Context: an optimization exercise on an open-source flow, tuned for small area. The choices shown serve that exercise and are no tape-out recipe.
The RTL was checked by simulation tests, not by an equivalence proof against the original design.
Power figures rest on the tool's default switching activity, not on a simulated workload.

`flow/run.sh`:
```
#!/bin/bash
# synth_recipe.tcl (not shown) runs the flow's synth.tcl, then flattens the netlist and writes it again
# the make line also repeats each setting of config.mk as NAME=value (left out here)
make -C /OpenROAD-flow-scripts/flow DESIGN_CONFIG=/design/flow/config.mk WORK_HOME=/design/flow/orfs CLKGATE_MAP_FILE= SYNTH_SCRIPT=/design/flow/synth_recipe.tcl finish
```
`flow/config.mk`:
```
export PLATFORM = sky130hd
export DESIGN_NAME = battleship
export DESIGN_NICKNAME = battleship
export VERILOG_FILES = /design/flow/design.v
export SDC_FILE = /design/flow/constraint.sdc
export NUM_CORES = 4
export LEC_CHECK = 0
export CAP_MARGIN = 20
export CORE_MARGIN = 2
export CORE_UTILIZATION = 40
export SLEW_MARGIN = 20
```
`flow/constraint.sdc`:
```
create_clock -name core_clock -period 10.0 [get_ports {clk}]
set_input_delay 2.0000 -clock core_clock [delete_from_list [all_inputs] [get_ports {clk}]]
set_output_delay 2.0000 -clock core_clock [all_outputs]
set_load 0.01 [all_outputs]
```
`flow/design.v`:
```
module battleship (
    input            clk  ,
    input            rst  ,
    input            start,
    input      [1:0] X    ,
    input      [1:0] Y    ,
    input            pAb  ,
    input            pBb  ,
    output reg [7:0] disp0,
    output reg [7:0] disp1,
    output reg [7:0] disp2,
    output reg [7:0] disp3,
    output reg [7:0] led
);
  parameter IDLE        = 4'b0000;
  parameter SHOW_A      = 4'b0001;
  parameter A_IN        = 4'b0010;
  parameter ERROR_A     = 4'b0011;
  parameter SHOW_B      = 4'b0100;
  parameter B_IN        = 4'b0101;
  parameter ERROR_B     = 4'b0110;
  parameter SHOW_SCORE  = 4'b0111;
  parameter A_SHOOT     = 4'b1000;
  parameter B_SHOOT     = 4'b1001;
  parameter A_SINK      = 4'b1010;
  parameter B_SINK      = 4'b1011;
  parameter A_WIN       = 4'b1100;
  parameter B_WIN       = 4'b1101;
  parameter A_ROUND_WIN = 4'b1110;  
  parameter B_ROUND_WIN = 4'b1111;  
  parameter SSD_0     = 8'b00111111;  
  parameter SSD_1     = 8'b00000110;  
  parameter SSD_2     = 8'b01011011;  
  parameter SSD_3     = 8'b01001111;  
  parameter SSD_4     = 8'b01100110;  
  parameter SSD_5     = 8'b01101101;  
  parameter SSD_6     = 8'b01111101;  
  parameter SSD_7     = 8'b00000111;  
  parameter SSD_8     = 8'b01111111;  
  parameter SSD_9     = 8'b01101111;  
  parameter SSD_b     = 8'b01111100;  
  parameter SSD_A     = 8'b01110111;  
  parameter SSD_D     = 8'b01011110;  
  parameter SSD_I     = 8'b00000110;  
  parameter SSD_L     = 8'b00111000;  
  parameter SSD_E     = 8'b01111001;  
  parameter SSD_r     = 8'b01010000;  
  parameter SSD_o     = 8'b01011100;  
  parameter SSD_LINE  = 8'b01000000;  
  parameter SSD_BLANK = 8'b00000000;  
  parameter LED_IDLE  = 8'b10011001;  
  parameter LED_OFF   = 8'b00000000;  
  parameter timer_limit = 50;
  reg [3:0]  state;
  reg [15:0] mapA, mapB;      
  reg [3:0]  Score_A, Score_B;
  reg [31:0] timer;
  reg [3:0]  input_count;
  reg [3:0]  input_countB;
  reg        Z;  
  reg [1:0] roundWinsA;   
  reg [1:0] roundWinsB;   
  reg       next_starter; 
  always @(posedge clk or posedge rst) begin
    if (rst) begin
      state        <= IDLE;
      mapA         <= 16'b0;
      mapB         <= 16'b0;
      Score_A      <= 4'b0;
      Score_B      <= 4'b0;
      timer        <= 32'b0;
      input_count  <= 4'b0;
      input_countB <= 4'b0;
      Z            <= 1'b0;
      roundWinsA   <= 2'b00;
      roundWinsB   <= 2'b00;
      next_starter <= 1'b0;  
    end 
    else begin
      case (state)
        IDLE: begin
          if (start) begin
            state <= SHOW_A;   
          end
        end
        SHOW_A: begin
          if (timer < timer_limit) begin
            timer <= timer + 1;
            state <= SHOW_A;
          end 
          else begin
            timer <= 0;
            state <= A_IN;
          end
        end
        A_IN: begin
          if (pAb == 0) begin
            state <= A_IN;
          end 
          else begin
            if (mapA[{X, Y}] == 1) begin
              state <= ERROR_A;
            end 
            else begin
              mapA[{X, Y}] <= 1'b1;
              if (input_count >= 3) begin
                input_count <= 0;
                if(next_starter == 0 )
                  state       <= SHOW_B;
                else 
                  state <= SHOW_SCORE;
              end 
              else begin
                input_count <= input_count + 1;
                state       <= A_IN;
              end
            end
          end
        end
        ERROR_A: begin
          if (timer < timer_limit) begin
            timer <= timer + 1;
            state<= ERROR_A;
          end 
          else begin
            timer <= 0;
            state <= A_IN;
          end
        end
        SHOW_B: begin
          if (timer < timer_limit) begin
            timer <= timer + 1;
            state <= SHOW_B;
          end 
          else begin
            timer <= 0;
            state <= B_IN;
          end
        end
        B_IN: begin
          if (pBb == 0) begin
            state <= B_IN;
          end 
          else begin
            if (mapB[{X, Y}] == 1) begin
              state <= ERROR_B;
            end 
            else begin
              mapB[{X, Y}] <= 1'b1;
              if (input_countB >= 3) begin
                input_countB <= 0;
                if(next_starter == 0)
                  state        <= SHOW_SCORE;
                else
                  state <= SHOW_A;
              end 
              else begin
                input_countB <= input_countB + 1;
                state        <= B_IN;
              end
            end
          end
        end
        ERROR_B: begin
          if (timer < timer_limit) begin
            timer <= timer + 1;
            state <=ERROR_B;
          end 
          else begin
            timer <= 0;
            state <= B_IN;
          end
        end
        SHOW_SCORE: begin
          if (timer < timer_limit) begin
            timer <= timer + 1;
            state<= SHOW_SCORE;
          end 
          else begin
            timer <= 0;
            if(next_starter == 0)
              state <= A_SHOOT;   
            else
              state <= B_SHOOT;
          end
        end
        A_SHOOT: begin
          if (pAb == 0) begin
            state <= A_SHOOT;
          end 
          else begin
            if (mapB[{X, Y}] == 1) begin
              Score_A       <= Score_A + 1;
              Z             <= 1;
              mapB[{X, Y}]  <= 0;
              state         <= A_SINK;
            end 
            else begin
              Z     <= 0;
              state <= A_SINK;
            end
          end
        end
        A_SINK: begin
          if (timer < timer_limit) begin
            timer <= timer + 1;
            state <= A_SINK;
          end 
          else begin
            timer <= 0;
            if (Score_A > 3) begin
              state <= A_ROUND_WIN;   
            end 
            else begin
              state <= B_SHOOT;
            end
          end
        end
        B_SHOOT: begin
          if (pBb == 0) begin
            state <= B_SHOOT;
          end 
          else begin
            if (mapA[{X, Y}] == 1) begin
              Score_B      <= Score_B + 1;
              Z            <= 1;
              mapA[{X, Y}] <= 0;
              state        <= B_SINK;
            end 
            else begin
              Z     <= 0;
              state <= B_SINK;
            end
          end
        end
        B_SINK: begin
          if (timer < timer_limit) begin
            timer <= timer + 1;
            state <= B_SINK;
          end 
          else begin
            timer <= 0;
            if (Score_B > 3) begin
              state <= B_ROUND_WIN;  
            end 
            else begin
              state <= A_SHOOT;
            end
          end
        end
        A_ROUND_WIN: begin
          if (timer < timer_limit) begin
            timer <= timer + 1;
          end
          else begin
            next_starter <= 1'b0;
            timer <= 0;
            roundWinsA <= roundWinsA + 1;
            if (roundWinsA == 2'b01) begin
              state <= A_WIN;
            end
            else begin
              next_starter <= 1'b0;  
              mapA         <= 16'b0;
              mapB         <= 16'b0;
              Score_A      <= 4'b0;
              Score_B      <= 4'b0;
              Z            <= 1'b0;
              input_count  <= 4'b0;
              input_countB <= 4'b0;
              state <= SHOW_A;
            end
          end
        end
        B_ROUND_WIN: begin
          if (timer < timer_limit) begin
            timer <= timer + 1;
          end
          else begin
            next_starter <= 1'b1;
            timer <= 0;
            roundWinsB <= roundWinsB + 1;
            if (roundWinsB == 2'b01) begin
              state <= B_WIN;
            end
            else begin
              next_starter <= 1'b1;
              mapA         <= 16'b0;
              mapB         <= 16'b0;
              Score_A      <= 4'b0;
              Score_B      <= 4'b0;
              Z            <= 1'b0;
              input_count  <= 4'b0;
              input_countB <= 4'b0;
              state <= SHOW_B;
            end
          end
        end
        A_WIN: begin
          if (timer < timer_limit) begin
            timer <= timer + 1;
          end 
          else begin
            timer <= 0;
          end
        end
        B_WIN: begin
          if (timer < timer_limit) begin
            timer <= timer + 1;
          end 
          else begin
            timer <= 0;
          end
        end
        default: begin
          state <= IDLE;
        end
      endcase
    end
  end
  always @(*) begin
    disp3 = SSD_BLANK;
    disp2 = SSD_BLANK;
    disp1 = SSD_BLANK;
    disp0 = SSD_BLANK;
    led   = LED_OFF;
    case (state)
      IDLE: begin
        disp3 = SSD_I;
        disp2 = SSD_D;
        disp1 = SSD_L;
        disp0 = SSD_E;
        led   = LED_IDLE;
      end
      SHOW_A: begin
        disp3 = SSD_A;
        disp2 = SSD_BLANK;
        disp1 = SSD_BLANK;
        disp0 = SSD_BLANK;
        led   = LED_IDLE;
      end
      A_IN: begin
        disp2 = SSD_BLANK;
        disp3 = SSD_BLANK;
        if (X == 2'b00) disp1 = SSD_0;
        else if (X == 2'b01) disp1 = SSD_1;
        else if (X == 2'b10) disp1 = SSD_2;
        else                 disp1 = SSD_3;
        if (Y == 2'b00) disp0 = SSD_0;
        else if (Y == 2'b01) disp0 = SSD_1;
        else if (Y == 2'b10) disp0 = SSD_2;
        else                 disp0 = SSD_3;
        if(input_count==4'b0000)        led = 8'b10000000;
        else if(input_count==4'b0001)   led = 8'b10010000;
        else if(input_count==4'b0011)   led = 8'b10110000;
        else                            led = 8'b10100000;
      end
      ERROR_A: begin
        disp3 = SSD_E;
        disp2 = SSD_r;
        disp1 = SSD_r;
        disp0 = SSD_o;
        led   = LED_IDLE;
      end
      SHOW_B: begin
        disp2 = SSD_BLANK;
        disp1 = SSD_BLANK;
        disp0 = SSD_BLANK;
        disp3 = SSD_b;
        led   = LED_IDLE;
      end
      B_IN: begin
        if (X == 2'b00) disp1 = SSD_0;
        else if (X == 2'b01) disp1 = SSD_1;
        else if (X == 2'b10) disp1 = SSD_2;
        else                 disp1 = SSD_3;
        if (Y == 2'b00) disp0 = SSD_0;
        else if (Y == 2'b01) disp0 = SSD_1;
        else if (Y == 2'b10) disp0 = SSD_2;
        else                 disp0 = SSD_3;
        if      (input_countB==4'b0000) led = 8'b00110001;
        else if (input_countB==4'b0001) led = 8'b00110101;
        else if (input_countB==4'b0011) led = 8'b00111101;
        else                            led = 8'b00111001;
      end
      ERROR_B: begin
        disp3 = SSD_E;
        disp2 = SSD_r;
        disp1 = SSD_r;
        disp0 = SSD_o;
        led   = LED_IDLE;
      end
      SHOW_SCORE: begin
        disp3 = SSD_BLANK;
        disp2 = SSD_0;
        disp1 = SSD_LINE;
        disp0 = SSD_0;
        led   = LED_IDLE;
      end
      A_SHOOT: begin
        disp2 = SSD_BLANK;
        disp3 = SSD_BLANK;
        if (X == 2'b00) disp1 = SSD_0;
        else if (X == 2'b01) disp1 = SSD_1;
        else if (X == 2'b10) disp1 = SSD_2;
        else                 disp1 = SSD_3;
        if (Y == 2'b00) disp0 = SSD_0;
        else if (Y == 2'b01) disp0 = SSD_1;
        else if (Y == 2'b10) disp0 = SSD_2;
        else                 disp0 = SSD_3;
        if      (Score_A==0 && Score_B==0) led=8'b10000000;
        else if (Score_A==0 && Score_B==1) led=8'b10000100;
        else if (Score_A==0 && Score_B==2) led=8'b10001000;
        else if (Score_A==0 && Score_B==3) led=8'b10001100;
        else if (Score_A==1 && Score_B==0) led=8'b10010000;
        else if (Score_A==1 && Score_B==1) led=8'b10010100;
        else if (Score_A==1 && Score_B==2) led=8'b10011000;
        else if (Score_A==1 && Score_B==3) led=8'b10011100;
        else if (Score_A==2 && Score_B==0) led=8'b10100000;
        else if (Score_A==2 && Score_B==1) led=8'b10100100;
        else if (Score_A==2 && Score_B==2) led=8'b10101000;
        else if (Score_A==2 && Score_B==3) led=8'b10101100;
        else if (Score_A==3 && Score_B==0) led=8'b10110000;
        else if (Score_A==3 && Score_B==1) led=8'b10110100;
        else if (Score_A==3 && Score_B==2) led=8'b10111000;
        else if (Score_A==3 && Score_B==3) led=8'b10111100;
      end
      A_SINK: begin
        if (Score_A==0 && Score_B==0) begin
          disp3 = SSD_BLANK; disp2 = SSD_0; disp1 = SSD_LINE; disp0 = SSD_0;
        end else if (Score_A==0 && Score_B==1) begin
          disp3 = SSD_BLANK; disp2 = SSD_0; disp1 = SSD_LINE; disp0 = SSD_1;
        end else if (Score_A==0 && Score_B==2) begin
          disp3 = SSD_BLANK; disp2 = SSD_0; disp1 = SSD_LINE; disp0 = SSD_2;
        end else if (Score_A==0 && Score_B==3) begin
          disp3 = SSD_BLANK; disp2 = SSD_0; disp1 = SSD_LINE; disp0 = SSD_3;
        end else if (Score_A==1 && Score_B==0) begin
          disp3 = SSD_BLANK; disp2 = SSD_1; disp1 = SSD_LINE; disp0 = SSD_0;
        end else if (Score_A==1 && Score_B==1) begin
          disp3 = SSD_BLANK; disp2 = SSD_1; disp1 = SSD_LINE; disp0 = SSD_1;
        end else if (Score_A==1 && Score_B==2) begin
          disp3 = SSD_BLANK; disp2 = SSD_1; disp1 = SSD_LINE; disp0 = SSD_2;
        end else if (Score_A==1 && Score_B==3) begin
          disp3 = SSD_BLANK; disp2 = SSD_1; disp1 = SSD_LINE; disp0 = SSD_3;
        end else if (Score_A==2 && Score_B==0) begin
          disp3 = SSD_BLANK; disp2 = SSD_2; disp1 = SSD_LINE; disp0 = SSD_0;
        end else if (Score_A==2 && Score_B==1) begin
          disp3 = SSD_BLANK; disp2 = SSD_2; disp1 = SSD_LINE; disp0 = SSD_1;
        end else if (Score_A==2 && Score_B==2) begin
          disp3 = SSD_BLANK; disp2 = SSD_2; disp1 = SSD_LINE; disp0 = SSD_2;
        end else if (Score_A==2 && Score_B==3) begin
          disp3 = SSD_BLANK; disp2 = SSD_2; disp1 = SSD_LINE; disp0 = SSD_3;
        end else if (Score_A==3 && Score_B==0) begin
          disp3 = SSD_BLANK; disp2 = SSD_3; disp1 = SSD_LINE; disp0 = SSD_0;
        end else if (Score_A==3 && Score_B==1) begin
          disp3 = SSD_BLANK; disp2 = SSD_3; disp1 = SSD_LINE; disp0 = SSD_1;
        end else if (Score_A==3 && Score_B==2) begin
          disp3 = SSD_BLANK; disp2 = SSD_3; disp1 = SSD_LINE; disp0 = SSD_2;
        end else if (Score_A==3 && Score_B==3) begin
          disp3 = SSD_BLANK; disp2 = SSD_3; disp1 = SSD_LINE; disp0 = SSD_3;
        end else if (Score_A==4 && Score_B==0) begin
          disp3 = SSD_BLANK; disp2 = SSD_4; disp1 = SSD_LINE; disp0 = SSD_0;
        end else if (Score_A==4 && Score_B==1) begin
          disp3 = SSD_BLANK; disp2 = SSD_4; disp1 = SSD_LINE; disp0 = SSD_1;
        end else if (Score_A==4 && Score_B==2) begin
          disp3 = SSD_BLANK; disp2 = SSD_4; disp1 = SSD_LINE; disp0 = SSD_2;
        end else if (Score_A==4 && Score_B==3) begin
          disp3 = SSD_BLANK; disp2 = SSD_4; disp1 = SSD_LINE; disp0 = SSD_3;
        end
        if (timer < timer_limit) begin
          if (Z == 1) led = 8'b11111111;
          else        led = 8'b00000000;
        end 
        else begin
          led = 8'b00000000;
        end
      end
      B_SHOOT: begin
        disp2 = SSD_BLANK;
        disp3 = SSD_BLANK;
        if (X == 2'b00) disp1 = SSD_0;
        else if (X == 2'b01) disp1 = SSD_1;
        else if (X == 2'b10) disp1 = SSD_2;
        else                 disp1 = SSD_3;
        if (Y == 2'b00) disp0 = SSD_0;
        else if (Y == 2'b01) disp0 = SSD_1;
        else if (Y == 2'b10) disp0 = SSD_2;
        else                 disp0 = SSD_3;
        if      (Score_A==0 && Score_B==0) led=8'b00000001;
        else if (Score_A==0 && Score_B==1) led=8'b00000101;
        else if (Score_A==0 && Score_B==2) led=8'b00001001;
        else if (Score_A==0 && Score_B==3) led=8'b00001101;
        else if (Score_A==1 && Score_B==0) led=8'b00010001;
        else if (Score_A==1 && Score_B==1) led=8'b00010101;
        else if (Score_A==1 && Score_B==2) led=8'b00011001;
        else if (Score_A==1 && Score_B==3) led=8'b00011101;
        else if (Score_A==2 && Score_B==0) led=8'b00100001;
        else if (Score_A==2 && Score_B==1) led=8'b00100101;
        else if (Score_A==2 && Score_B==2) led=8'b00101001;
        else if (Score_A==2 && Score_B==3) led=8'b00101101;
        else if (Score_A==3 && Score_B==0) led=8'b00110001;
        else if (Score_A==3 && Score_B==1) led=8'b00110101;
        else if (Score_A==3 && Score_B==2) led=8'b00111001;
        else if (Score_A==3 && Score_B==3) led=8'b00111101;
      end
      B_SINK: begin
        if (Score_A==0 && Score_B==0) begin
          disp3=SSD_BLANK; disp2=SSD_0; disp1=SSD_LINE; disp0=SSD_0;
        end else if (Score_A==0 && Score_B==1) begin
          disp3=SSD_BLANK; disp2=SSD_0; disp1=SSD_LINE; disp0=SSD_1;
        end else if (Score_A==0 && Score_B==2) begin
          disp3=SSD_BLANK; disp2=SSD_0; disp1=SSD_LINE; disp0=SSD_2;
        end else if (Score_A==0 && Score_B==3) begin
          disp3=SSD_BLANK; disp2=SSD_0; disp1=SSD_LINE; disp0=SSD_3;
        end else if (Score_A==1 && Score_B==0) begin
          disp3=SSD_BLANK; disp2=SSD_1; disp1=SSD_LINE; disp0=SSD_0;
        end else if (Score_A==1 && Score_B==1) begin
          disp3=SSD_BLANK; disp2=SSD_1; disp1=SSD_LINE; disp0=SSD_1;
        end else if (Score_A==1 && Score_B==2) begin
          disp3=SSD_BLANK; disp2=SSD_1; disp1=SSD_LINE; disp0=SSD_2;
        end else if (Score_A==1 && Score_B==3) begin
          disp3=SSD_BLANK; disp2=SSD_1; disp1=SSD_LINE; disp0=SSD_3;
        end else if (Score_A==2 && Score_B==0) begin
          disp3=SSD_BLANK; disp2=SSD_2; disp1=SSD_LINE; disp0=SSD_0;
        end else if (Score_A==2 && Score_B==1) begin
          disp3=SSD_BLANK; disp2=SSD_2; disp1=SSD_LINE; disp0=SSD_1;
        end else if (Score_A==2 && Score_B==2) begin
          disp3=SSD_BLANK; disp2=SSD_2; disp1=SSD_LINE; disp0=SSD_2;
        end else if (Score_A==2 && Score_B==3) begin
          disp3=SSD_BLANK; disp2=SSD_2; disp1=SSD_LINE; disp0=SSD_3;
        end else if (Score_A==3 && Score_B==0) begin
          disp3=SSD_BLANK; disp2=SSD_3; disp1=SSD_LINE; disp0=SSD_0;
        end else if (Score_A==3 && Score_B==1) begin
          disp3=SSD_BLANK; disp2=SSD_3; disp1=SSD_LINE; disp0=SSD_1;
        end else if (Score_A==3 && Score_B==2) begin
          disp3=SSD_BLANK; disp2=SSD_3; disp1=SSD_LINE; disp0=SSD_2;
        end else if (Score_A==3 && Score_B==3) begin
          disp3=SSD_BLANK; disp2=SSD_3; disp1=SSD_LINE; disp0=SSD_3;
        end else if (Score_A==0 && Score_B==4) begin
          disp3=SSD_BLANK; disp2=SSD_0; disp1=SSD_LINE; disp0=SSD_4;
        end else if (Score_A==1 && Score_B==4) begin
          disp3=SSD_BLANK; disp2=SSD_1; disp1=SSD_LINE; disp0=SSD_4;
        end else if (Score_A==2 && Score_B==4) begin
          disp3=SSD_BLANK; disp2=SSD_2; disp1=SSD_LINE; disp0=SSD_4;
        end else if (Score_A==3 && Score_B==4) begin
          disp3=SSD_BLANK; disp2=SSD_3; disp1=SSD_LINE; disp0=SSD_4;
        end
        if (timer < timer_limit) begin
          if (Z == 1) led = 8'b11111111;
          else        led = 8'b00000000;
        end 
        else begin
          led = 8'b00000000;
        end
      end
      A_ROUND_WIN: begin
        disp3 = SSD_A;
        if (roundWinsA == 2'b00) begin
          disp2 = SSD_1;
        end else if (roundWinsA == 2'b01) begin
          disp2 = SSD_2;
        end else begin
          disp2 = SSD_2;   
        end
        disp1 = SSD_LINE;
        if (roundWinsB == 2'b00) begin
          disp0 = SSD_0;
        end else if (roundWinsB == 2'b01) begin
          disp0 = SSD_1;
        end else begin
          disp0 = SSD_2;
        end
        led = 8'b11111111;
      end
      B_ROUND_WIN: begin
        disp3 = SSD_b;
        if (roundWinsB == 2'b00) begin
          disp0 = SSD_1;
        end else if (roundWinsB == 2'b01) begin
          disp0 = SSD_2;
        end else begin
          disp0 = SSD_2;   
        end
        disp1 = SSD_LINE;
        if (roundWinsA == 2'b00) begin
          disp2 = SSD_0;
        end else if (roundWinsA == 2'b01) begin
          disp2 = SSD_1;
        end else begin
          disp2 = SSD_2;
        end
        led = 8'b11111111;
      end
      A_WIN: begin
        disp3 = SSD_A;
        if (roundWinsA == 2 && roundWinsB == 0) begin
          disp2 = SSD_2;  
          disp1 = SSD_LINE;
          disp0 = SSD_0;
        end 
        else if (roundWinsA == 2 && roundWinsB == 1) begin
          disp2 = SSD_2;
          disp1 = SSD_LINE;
          disp0 = SSD_1;
        end
        if (timer < (timer_limit - 40)) begin
          led = 8'b10000001;
        end else if (timer < (timer_limit - 30)) begin
          led = 8'b11000011;
        end else if (timer < (timer_limit - 20)) begin
          led = 8'b11100111;
        end else if (timer < (timer_limit - 10)) begin
          led = 8'b01111110;
        end else if (timer < timer_limit) begin
          led = 8'b00111100;
        end else begin
          led = 8'b00011000;
        end
      end
      B_WIN: begin
        disp3 = SSD_b;
        if (roundWinsB == 2 && roundWinsA == 0) begin
          disp2 = SSD_0;  
          disp1 = SSD_LINE;
          disp0 = SSD_2;
        end 
        else if (roundWinsB == 2 && roundWinsA == 1) begin
          disp2 = SSD_1;
          disp1 = SSD_LINE;
          disp0 = SSD_2;
        end
        if (timer < (timer_limit - 40)) begin
          led = 8'b10000001;
        end else if (timer < (timer_limit - 30)) begin
          led = 8'b11000011;
        end else if (timer < (timer_limit - 20)) begin
          led = 8'b11100111;
        end else if (timer < (timer_limit - 10)) begin
          led = 8'b01111110;
        end else if (timer < timer_limit) begin
          led = 8'b00111100;
        end else begin
          led = 8'b00011000;
        end
      end
      default: begin
        disp3 = SSD_BLANK;
        disp2 = SSD_BLANK;
        disp1 = SSD_BLANK;
        disp0 = SSD_BLANK;
        led   = LED_OFF;
      end
    endcase
  end
endmodule
```
==> flow_summary_export.csv <==
group,metric,value,unit
die,die_y,139,µm
clock_network,clk-insertion-delay-late,0.35,ns
power,static-leakage-power,0.00356,µW
route,postRouteWirelength,22.1,mm
timing,grt_setup_unrepaired,"no",
timing,finalWorstPathRequiredPeriod,6.84,ns
clock_network,cts_root_buf,"clkbuf_16",
timing,fin_tns_setup,0,ns
global_route,pin_count_of_the_biggest_net_entering_global_routing,55,
yosys,ys_ff_latch,90,
timing,slew_viol_final,0,
timing,worst_pin_slew,1.08,ns
route,dr.first_iter.drc_count,817,
yosys,synth-edff-count,0,
hold_path,min-delay-path-class,"reg2reg",
yosys,synth_warnings,1,
outcome,status,"complete, no violations",
critical_path,critical-path-slowest-cell,"clkdlybuf4s50_1",
yosys,synthFlopType,"dfrtp_1",
die,core_area,17900,µm²
yosys,synthCells,904,
placed_design,place.port_buffers,44,
placed_design,globalplace.congestion,0.935,
route,routed_via_density,6.17,
global_route,total_gr_overflow,0,
timing,clock.fmax,146,MHz
critical_path,end_kind,"output port",
die,ioPinCount,49,
timing,setup_viol,0,
critical_path,critPathLaunchType,"input pin",
clock_network,post_cts_buffers,0,
route,wl_per_cell,19.4,µm
route,count_of_antenna_violating_nets_left_after_detailed_routing,0,
die,chipWidth,139,µm
cells_and_area,finalCoreUtilization,45.0,%
timing,finalHoldViolations,0,
critical_path,kind_of_critical_path,"in2out",
yosys,async_set_or_reset_flop_fraction_in_the_synthesized_netlist,100,%
cells_and_area,areaGrowthSynthToFinish,10.5,%
die,start_util,40.7,%
cells_and_area,antennaDiodeCount,0,
yosys,synth.avg_cell_area,8.06,µm²
cells_and_area,commonest_non_fill_non_tap_cell_in_the_layout,"nor2_1",
clock_network,holdBufCountCts,0,
clock_network,cts_repair_resize_count,0,
clock_network,cts_tree,"done",
clock_network,cts_buffer_depth,2,
clock_network,tritoncts.num_buffers,9,
cells_and_area,layout.nets,943,
die,die_area,19300,µm²
cells_and_area,final_layout_size_suffix_gt1_share,7.57,%
cells_and_area,layout.cells.most_common_list,"107 x nor2_1, 99 x nand2_1, 90 x dfrtp_1, 72 x o21ai_0, 65 x a21oi_1",
run,drv.max_cap_violation_count,0,
power,ir_drop,0.0000787,V
critical_path,worst-endpoint-arrival,4.84,ns
critical_path,worstPathRequired,8.00,ns
placed_design,dp_hpwl,16.2,mm
yosys,yosysSeqAreaShare,30.9,%
global_route,number_of_antenna_violations_at_the_first_check_in_global_routing,0,
global_route,first_pass_grt_wire_length,35.8,mm
clock_network,cts-htree-levels,3,
route,detail_route.drc_violations,0,
clock_network,clkTransAtPathRegs,0.07,ns
global_route,groute.usage.overall,23.0,%
power,pwr_density_cell,92.0,nW/µm²
global_route,grt_pass1_vias,6339,
route,drt_pre_antenna_iters,6,
timing,clock-skew-final,0.0144,ns
timing,final.period_utilization,68.4,%
die,rows,49,
critical_path,crit_path_max_fanout,15,
clock_network,clock_sinks,90,
critical_path,crit_chain,"clkdlybuf4s50_1 > inv_1 > ha_1 > inv_1 > a2111oi_0 > o31ai_1 > clkdlybuf4s50_1",
yosys,synthesis.area,7290,µm²
timing,relSlewSlack,28.1,%
critical_path,cp_slowest_stage_delay,0.77,ns
route,via_count,7035,
yosys,synth.distinct_cells,86,
==> sequential cells by signal (all words and copies together) (netlist names) <==
signal        flops
Z                 1
mapB             16
input_count       4
mapA             16
input_countB      4
state             4
roundWinsB        2
roundWinsA        2
timer            32
Score_A           4
next_starter      1
Score_B           4
==> critical path, delay by kind of cell <==
| family | cells | cell delay [ns] |
|---|---|---|
| fa+ha+maj | 1 | 0.35 |
| buf+inv | 4 | 1.84 |
| compound gates | 2 | 0.63 |
==> worst paths after layout <==
check	from	end	slack (ns)	depth (start not counted)
max	Y[1]	disp0[6]	3.16	7
min	mapB[12]$_DFFE_PP0P_	mapB[12]$_DFFE_PP0P_	0.49	2
max reg2reg	state[2]$_DFFE_PP0P_	mapA[3]$_DFFE_PP0P_	6.08	7
max in group asynchronous	rst	mapA[7]$_DFFE_PP0P_	6.82	3
min reg2reg	mapB[12]$_DFFE_PP0P_	mapB[12]$_DFFE_PP0P_	0.49	2
min in group asynchronous	rst	timer[18]$_DFFE_PP0P_	2.03	2
==> area by class of cell <==
type	count	area, µm²
sequential	90	2250
multi-input combinational	721	4580
timing repair buffer	54	515
fill	1777	9850
clock buffer	12	267
inverter	31	118
tap	229	287
clock inverter	4	35.0
==> power breakdown <==
part / internal (µW) / switching, µW / total [µW]
Sequential: 364 / 0.250 / 364
Clock: 191 / 149 / 339
Combinational: 10.5 / 26.5 / 37.0
==> cell families (layout without fill, tap and decap cells) <==
kind of cell / count (synthesis) / count (layout) / synth area share (%)
AND/OR/NAND/NOR: 400 / 400 / 28.8
multiplexers: 38 / 38 / 7.05
AO/OA/AOI/OAI: 245 / 245 / 21.3
XOR/XNOR: 7 / 7 / 0.841
buffers and inverters: 96 / 101 / 6.42
other: 1 / 4 / 0.0514
flip-flops: 90 / 90 / 30.9
adder cells (fa/ha/maj): 27 / 27 / 4.63
==> synth_stat cells, drive strengths merged (5+ instances only) <==
master | n | share of area (%)
a211oi | 5 | 0.51
a21oi | 66 | 4.6
a22oi | 6 | 0.62
a31oi | 21 | 1.8
a32oi | 5 | 0.70
and2 | 10 | 0.86
and3 | 16 | 1.4
buf | 40 | 3.5
clkbuf | 25 | 1.3
dfrtp | 90 | 31
ha | 27 | 4.6
inv | 29 | 1.5
mux2 | 5 | 0.77
mux2i | 25 | 3.6
mux4 | 8 | 2.7
nand2 | 102 | 5.4
nand2b | 8 | 0.69
nand3 | 25 | 1.9
nand3b | 7 | 0.72
nand4 | 24 | 2.9
nand4b | 7 | 1.0
nor2 | 107 | 5.5
nor2b | 14 | 1.2
nor3 | 31 | 2.1
nor3b | 11 | 1.1
nor4 | 10 | 0.86
o211ai | 5 | 0.51
o21a | 5 | 0.51
o21ai | 73 | 5.2
o22ai | 8 | 0.69
o31ai | 6 | 0.62
o32ai | 5 | 0.60
or2 | 6 | 0.51
or3 | 6 | 0.51
xnor2 | 6 | 0.72
==> through the flow <==
step	hold WS [ns]	cells	instance area [µm²]	setup WS, ns	power (µW)
floorplan	0.454	907	7300	4.74	396
global route	0.513	1141	8060	2.95	772
detailed placement	0.474	1125	7750	3.21	408
CTS	0.490	1141	8060	3.20	750
finish	0.490	1141	8060	3.16	741
global placement	0.475	1125	7750	3.39	408
==> routing by layer <==
metal / vias up / part of all wire [%] / track usage (%)
li1: 3309 / - / -
met1: 3367 / 46 / 34.5
met2: 335 / 45 / 34.7
met3: 24 / 7.7 / 3.63
met4: 0 / 1.4 / 5.90
met5: - / 0 / 0

==> re-timing with driven ports <==
In the flow no input, the clock included, has a driving cell. The finished layout below was timed again as built, in two steps.
Step 1 assumes that a clkbuf_16 drives the clock port and a buf_2 every other input.
Step 2, shift: input delay + t, output delay - t, t = (earliest + latest rising clock arrival at the registers) / 2. This alone moves slack from input paths to output paths.
Three values: ideal ports, drivers, drivers and shift; two values: the first two.
t, ns: 0.390
setup WS [ns]: 3.163 / 3.142 / 3.142
worst register clock-pin slew, ns: 0.07 / 0.07
After both steps this run still meets setup and hold. For this run, drivers alone change the setup slack by -0.021 ns; drivers and shift together by -0.021 ns.
